What follows belongs to an exercise in optimizing a design on an open flow for small area; a production flow would make more cautious choices.
Function was checked by simulation only, so behaviour that the tests miss may differ from the original.
Power and IR drop assume default switching activity.

==> inputs of run Z <==
## core
module core(clock, reset_n, ce, address, in, out, rd, we);
  input clock;
  wire clock;
  input reset_n;
  wire reset_n;
  input ce;
  wire ce;
  output [15:0] address;
  wire [15:0] address;
  input [7:0] in;
  wire [7:0] in;
  output [7:0] out;
  reg [7:0] out;
  output rd;
  wire rd;
  output we;
  wire we;
  wire [7:0] R;
  wire _0_;
  wire _1000_;
  wire _1001_;
  wire _1002_;
  wire _1003_;
  wire _1004_;
  wire _1005_;
  wire _1006_;
  wire _1007_;
  wire _1008_;
  wire _1009_;
  wire _100_;
  wire _1010_;
  wire _1011_;
  wire _1012_;
  wire _1013_;
  wire _1014_;
  wire _1015_;
  wire _1016_;
  wire _1017_;
  wire _1018_;
  wire _1019_;
  wire _101_;
  wire _1020_;
  wire _1021_;
  wire _1022_;
  wire _1023_;
  wire _1024_;
  wire _1025_;
  wire _1026_;
  wire _1027_;
  wire _1028_;
  wire _1029_;
  wire _102_;
  wire _1030_;
  wire _1031_;
  wire _1032_;
  wire _1033_;
  wire _1034_;
  wire _1035_;
  wire _1036_;
  wire _1037_;
  wire _1038_;
  wire _103_;
  wire _104_;
  wire _105_;
  wire _106_;
  wire _107_;
  wire _108_;
  wire _109_;
  wire _10_;
  wire _110_;
  wire _111_;
  wire _112_;
  wire _113_;
  wire _114_;
  wire _115_;
  wire _116_;
  wire _117_;
  wire _118_;
  wire _119_;
  wire _11_;
  wire _120_;
  wire _121_;
  wire _122_;
  wire _123_;
  wire _124_;
  wire _125_;
  wire _126_;
  wire _127_;
  wire _128_;
  wire _129_;
  wire _12_;
  wire _130_;
  wire _131_;
  wire _132_;
  wire _133_;
  wire _134_;
  wire _135_;
  wire _136_;
  wire _137_;
  wire _138_;
  ...
Settings: LEC_CHECK=0, ABC_AREA=1, CAP_MARGIN=20, CORE_MARGIN=2, CORE_UTILIZATION=45, CTS_BUF_LIST=sky130_fd_sc_hd__clkbuf_8, SLEW_MARGIN=20; clock period 10.0 ns.
run.sh (not shown) runs the stock make flow with config.mk's settings and CLKGATE_MAP_FILE= SYNTH_SCRIPT=/design/flow/synth_recipe.tcl, a recipe that flattens the netlist after the stock synthesis.
==> inputs of run M, as changes to run Z <==
==> flow/flow/run.sh (new file) <==
#!/bin/bash
# The standard layout (standard.sh) with these changes:
#  - after the standard synthesis, the combinational logic between the registers
#    is re-mapped for area with ABC's &nf mapper (flow/remap.tcl); the registers
#    keep their cells and names;
#  - the port buffers inserted at global placement are the smallest buffer cell;
#  - clock tree synthesis inserts no dummy loads.
set -euo pipefail
export RES_DIR=$PWD/orfs/results/${FLOW_PLATFORM}/core/base
export BUFFER_PORTS_ARGS="-buffer_cell sky130_fd_sc_hd__buf_1"
export CTS_ARGS="-sink_clustering_enable -repair_clock_nets -buf_list sky130_fd_sc_hd__clkbuf_8 -dont_use_dummy_load"
YOSYS=$FLOW_HOME/../tools/install/yosys/bin/yosys
bash standard.sh synth > standard_synth.log 2>&1
cp "$RES_DIR/1_2_yosys.v" "$RES_DIR/1_2_yosys_std.v"
"$YOSYS" -c flow/remap.tcl > remap.log 2>&1
rm -f "$RES_DIR/1_synth.odb" "$RES_DIR/1_synth.sdc"
bash standard.sh > standard.log 2>&1
==> flow/flow/dont_use.txt (new file) <==
-dont_use sky130_fd_sc_hd__probe_p_8 -dont_use sky130_fd_sc_hd__probec_p_8 -dont_use sky130_fd_sc_hd__lpflow_bleeder_1 -dont_use sky130_fd_sc_hd__lpflow_clkbufkapwr_1 -dont_use sky130_fd_sc_hd__lpflow_clkbufkapwr_16 -dont_use sky130_fd_sc_hd__lpflow_clkbufkapwr_2 -dont_use sky130_fd_sc_hd__lpflow_clkbufkapwr_4 -dont_use sky130_fd_sc_hd__lpflow_clkbufkapwr_8 -dont_use sky130_fd_sc_hd__lpflow_clkinvkapwr_1 -dont_use sky130_fd_sc_hd__lpflow_clkinvkapwr_16 -dont_use sky130_fd_sc_hd__lpflow_clkinvkapwr_2 -dont_use sky130_fd_sc_hd__lpflow_clkinvkapwr_4 -dont_use sky130_fd_sc_hd__lpflow_clkinvkapwr_8 -dont_use sky130_fd_sc_hd__lpflow_decapkapwr_12 -dont_use sky130_fd_sc_hd__lpflow_decapkapwr_3 -dont_use sky130_fd_sc_hd__lpflow_decapkapwr_4 -dont_use sky130_fd_sc_hd__lpflow_decapkapwr_6 -dont_use sky130_fd_sc_hd__lpflow_decapkapwr_8 -dont_use sky130_fd_sc_hd__lpflow_inputiso0n_1 -dont_use sky130_fd_sc_hd__lpflow_inputiso0p_1 -dont_use sky130_fd_sc_hd__lpflow_inputiso1n_1 -dont_use sky130_fd_sc_hd__lpflow_inputiso1p_1 -dont_use sky130_fd_sc_hd__lpflow_inputisolatch_1 -dont_use sky130_fd_sc_hd__lpflow_isobufsrc_1 -dont_use sky130_fd_sc_hd__lpflow_isobufsrc_16 -dont_use sky130_fd_sc_hd__lpflow_isobufsrc_2 -dont_use sky130_fd_sc_hd__lpflow_isobufsrc_4 -dont_use sky130_fd_sc_hd__lpflow_isobufsrc_8 -dont_use sky130_fd_sc_hd__lpflow_isobufsrckapwr_16 -dont_use sky130_fd_sc_hd__lpflow_lsbuf_lh_hl_isowell_tap_1 -dont_use sky130_fd_sc_hd__lpflow_lsbuf_lh_hl_isowell_tap_2 -dont_use sky130_fd_sc_hd__lpflow_lsbuf_lh_hl_isowell_tap_4 -dont_use sky130_fd_sc_hd__lpflow_lsbuf_lh_isowell_4 -dont_use sky130_fd_sc_hd__lpflow_lsbuf_lh_isowell_tap_1 -dont_use sky130_fd_sc_hd__lpflow_lsbuf_lh_isowell_tap_2 -dont_use sky130_fd_sc_hd__lpflow_lsbuf_lh_isowell_tap_4 
==> flow/flow/remap.tcl (new file) <==
# Re-maps the combinational logic of the standard synthesis netlist for area.
# The registers (and tie cells) are kept as they are, instance for instance:
# they are black boxes here, so only the logic between them is re-mapped.
yosys -import
set lib $::env(FLOW_HOME)/platforms/sky130hd/lib/sky130_fd_sc_hd__tt_025C_1v80.lib
set res $::env(RES_DIR)
set fp [open flow/dont_use.txt r]; set du [string trim [read $fp]]; close $fp
read_liberty -ignore_miss_func $lib
blackbox sky130_fd_sc_hd__dfxtp_1 sky130_fd_sc_hd__edfxtp_1 sky130_fd_sc_hd__conb_1
read_verilog $res/1_2_yosys_std.v
hierarchy -check -top core
flatten
yosys rename -hide w:*.*
opt_clean
tee -o remap_before.txt stat -liberty $lib
abc -liberty $lib {*}$du -script "+strash;&get -n;&dch;&nf -R 1000 -F 10 -A 10 -a -p;&put;topo"
read_liberty -lib -ignore_redef $lib
splitnets
opt_clean -purge
hilomap -singleton -hicell sky130_fd_sc_hd__conb_1 HI -locell sky130_fd_sc_hd__conb_1 LO
insbuf -buf sky130_fd_sc_hd__buf_4 A X
check -assert
tee -o remap_after.txt stat -liberty $lib
write_verilog -noattr -nohex -nodec $res/1_2_yosys.v
==> flow/standard.sh (new file) <==
#!/bin/bash
# synth_recipe.tcl (not shown) runs the flow's synth.tcl, then flattens the netlist and writes it again
# the make line also repeats each setting of config.mk as NAME=value (left out here)
make -C /OpenROAD-flow-scripts/flow DESIGN_CONFIG=/design/flow/config.mk WORK_HOME=/design/flow/orfs CLKGATE_MAP_FILE= SYNTH_SCRIPT=/design/flow/synth_recipe.tcl "${@:-finish}"
removed: flow/run.sh
==> inputs of run Y, as changes to run Z <==
==> flow/flow/run.sh (new file) <==
#!/bin/bash
# The standard layout (standard.sh) with two changes:
#  - after the standard synthesis, the combinational logic between the registers
#    is re-mapped for area with ABC's &nf mapper (flow/remap.tcl); the registers
#    keep their cells and names;
#  - the port buffers inserted at global placement are the smallest buffer cell.
set -euo pipefail
export RES_DIR=$PWD/orfs/results/${FLOW_PLATFORM}/core/base
export BUFFER_PORTS_ARGS="-buffer_cell sky130_fd_sc_hd__buf_1"
YOSYS=$FLOW_HOME/../tools/install/yosys/bin/yosys
bash standard.sh synth > standard_synth.log 2>&1
cp "$RES_DIR/1_2_yosys.v" "$RES_DIR/1_2_yosys_std.v"
"$YOSYS" -c flow/remap.tcl > remap.log 2>&1
rm -f "$RES_DIR/1_synth.odb" "$RES_DIR/1_synth.sdc"
bash standard.sh > standard.log 2>&1
==> flow/flow/dont_use.txt (new file) <==
-dont_use sky130_fd_sc_hd__probe_p_8 -dont_use sky130_fd_sc_hd__probec_p_8 -dont_use sky130_fd_sc_hd__lpflow_bleeder_1 -dont_use sky130_fd_sc_hd__lpflow_clkbufkapwr_1 -dont_use sky130_fd_sc_hd__lpflow_clkbufkapwr_16 -dont_use sky130_fd_sc_hd__lpflow_clkbufkapwr_2 -dont_use sky130_fd_sc_hd__lpflow_clkbufkapwr_4 -dont_use sky130_fd_sc_hd__lpflow_clkbufkapwr_8 -dont_use sky130_fd_sc_hd__lpflow_clkinvkapwr_1 -dont_use sky130_fd_sc_hd__lpflow_clkinvkapwr_16 -dont_use sky130_fd_sc_hd__lpflow_clkinvkapwr_2 -dont_use sky130_fd_sc_hd__lpflow_clkinvkapwr_4 -dont_use sky130_fd_sc_hd__lpflow_clkinvkapwr_8 -dont_use sky130_fd_sc_hd__lpflow_decapkapwr_12 -dont_use sky130_fd_sc_hd__lpflow_decapkapwr_3 -dont_use sky130_fd_sc_hd__lpflow_decapkapwr_4 -dont_use sky130_fd_sc_hd__lpflow_decapkapwr_6 -dont_use sky130_fd_sc_hd__lpflow_decapkapwr_8 -dont_use sky130_fd_sc_hd__lpflow_inputiso0n_1 -dont_use sky130_fd_sc_hd__lpflow_inputiso0p_1 -dont_use sky130_fd_sc_hd__lpflow_inputiso1n_1 -dont_use sky130_fd_sc_hd__lpflow_inputiso1p_1 -dont_use sky130_fd_sc_hd__lpflow_inputisolatch_1 -dont_use sky130_fd_sc_hd__lpflow_isobufsrc_1 -dont_use sky130_fd_sc_hd__lpflow_isobufsrc_16 -dont_use sky130_fd_sc_hd__lpflow_isobufsrc_2 -dont_use sky130_fd_sc_hd__lpflow_isobufsrc_4 -dont_use sky130_fd_sc_hd__lpflow_isobufsrc_8 -dont_use sky130_fd_sc_hd__lpflow_isobufsrckapwr_16 -dont_use sky130_fd_sc_hd__lpflow_lsbuf_lh_hl_isowell_tap_1 -dont_use sky130_fd_sc_hd__lpflow_lsbuf_lh_hl_isowell_tap_2 -dont_use sky130_fd_sc_hd__lpflow_lsbuf_lh_hl_isowell_tap_4 -dont_use sky130_fd_sc_hd__lpflow_lsbuf_lh_isowell_4 -dont_use sky130_fd_sc_hd__lpflow_lsbuf_lh_isowell_tap_1 -dont_use sky130_fd_sc_hd__lpflow_lsbuf_lh_isowell_tap_2 -dont_use sky130_fd_sc_hd__lpflow_lsbuf_lh_isowell_tap_4 
==> flow/flow/remap.tcl (new file) <==
# Re-maps the combinational logic of the standard synthesis netlist for area.
# The registers (and tie cells) are kept as they are, instance for instance:
# they are black boxes here, so only the logic between them is re-mapped.
yosys -import
set lib $::env(FLOW_HOME)/platforms/sky130hd/lib/sky130_fd_sc_hd__tt_025C_1v80.lib
set res $::env(RES_DIR)
set fp [open flow/dont_use.txt r]; set du [string trim [read $fp]]; close $fp
read_liberty -ignore_miss_func $lib
blackbox sky130_fd_sc_hd__dfxtp_1 sky130_fd_sc_hd__edfxtp_1 sky130_fd_sc_hd__conb_1
read_verilog $res/1_2_yosys_std.v
hierarchy -check -top core
flatten
yosys rename -hide w:*.*
opt_clean
tee -o remap_before.txt stat -liberty $lib
abc -liberty $lib {*}$du -script "+strash;&get -n;&dch;&nf -R 1000;&put;topo"
read_liberty -lib -ignore_redef $lib
splitnets
opt_clean -purge
hilomap -singleton -hicell sky130_fd_sc_hd__conb_1 HI -locell sky130_fd_sc_hd__conb_1 LO
insbuf -buf sky130_fd_sc_hd__buf_4 A X
check -assert
tee -o remap_after.txt stat -liberty $lib
write_verilog -noattr -nohex -nodec $res/1_2_yosys.v
==> flow/standard.sh (new file) <==
#!/bin/bash
# synth_recipe.tcl (not shown) runs the flow's synth.tcl, then flattens the netlist and writes it again
# the make line also repeats each setting of config.mk as NAME=value (left out here)
make -C /OpenROAD-flow-scripts/flow DESIGN_CONFIG=/design/flow/config.mk WORK_HOME=/design/flow/orfs CLKGATE_MAP_FILE= SYNTH_SCRIPT=/design/flow/synth_recipe.tcl "${@:-finish}"
removed: flow/run.sh
==> qor summary <==
Fraction of met1 tracks used by global routing: run M 0.504; run Z 0.501; run Y 0.510
Cell area after layout: run M 0.00740 sq mm; run Z 0.00871 sq mm; run Y 0.00751 sq mm
Register-to-register setup slack: run M 1910 ps; run Z 2790 ps; run Y 2510 ps
Outcome: run M complete, no violations; run Z complete, no violations; run Y complete, no violations
Area added between synthesis and finish: run M 10.6%; run Z 9.28%; run Y 11.5%
GR met3 Demand/Resource: run M 0.0714; run Z 0.0685; run Y 0.0641
Met2 track demand over resource: run M 0.546; run Z 0.565; run Y 0.550
Data arrival at the endpoint of the critical path: run M 9570 ps; run Z 8850 ps; run Y 9390 ps
Height of the chip: run M 126 um; run Z 137 um; run Y 126 um
Fraction of layout cells with a size suffix above 1: run M 0.0430; run Z 0.0823; run Y 0.0447
Total iterations of the first detailed-routing run: run M 8; run Z 6; run Y 9
Final worst hold slack: run M 512 ps; run Z 476 ps; run Y 481 ps
Switching fraction of total power: run M 0.489; run Z 0.507; run Y 0.475
Origin of the critical flop-to-flop path: run M op[5]$_SDFFE_PN0P_; run Z t[4]$_SDFFE_PN1P_; run Y t[4]$_SDFFE_PN1P_
Power Sequential: run M 0.000506 W; run Z 0.000500 W; run Y 0.000501 W
Count of plain and timing-repair buffers in the layout: run M 65; run Z 50; run Y 59
Worst slew pin tran: run M 1180 ps; run Z 1030 ps; run Y 1040 ps
Storage element area: run M 0.00216 sq mm; run Z 0.00216 sq mm; run Y 0.00216 sq mm
Detail-routed net length per standard cell: run M 25.6 um; run Z 22.9 um; run Y 25.5 um
Minimum period implied by the final worst setup slack: run M 9270 ps; run Z 8560 ps; run Y 9110 ps
Overall power after layout: run M 0.00149 W; run Z 0.00185 W; run Y 0.00157 W
Synthesized net count: run M 890; run Z 1267; run Y 899
Total routing usage reported by global routing: run M 0.360; run Z 0.367; run Y 0.362

separate check: timing with driven ports:
Ports are ideal in the flow. The routed layouts listed here were re-timed in OpenROAD.
Step 1, drivers: a clkbuf_16 drives clock and a buf_2 each remaining input, both assumed.
Step 2, shift: input delay + t, output delay - t, t = (earliest + latest rising clock arrival at the registers) / 2. This alone moves slack from input paths to output paths.
Slacks: no drivers / after step 1 / after step 2; pairs: no drivers / after step 1.
run | t (ns) | slack for setup (ns) | hold slack, ns | worst setup path at the end | pins driven straight from the clock port
run Z | 0.422 | 1.444 / 1.448 / 1.026 | 0.476 / 0.476 / 0.476 | input to register | 1
run M | 0.415 | 0.731 / 0.746 / 0.331 | 0.512 / 0.512 / 0.512 | input to register | 1
run Y | 0.433 | 0.890 / 0.904 / 0.471 | 0.481 / 0.481 / 0.481 | input to register | 1
After both steps every run listed still meets setup and hold. The setup slack of run Y, which loses most, moves by +0.014 ns with the drivers and by -0.419 ns with both steps.
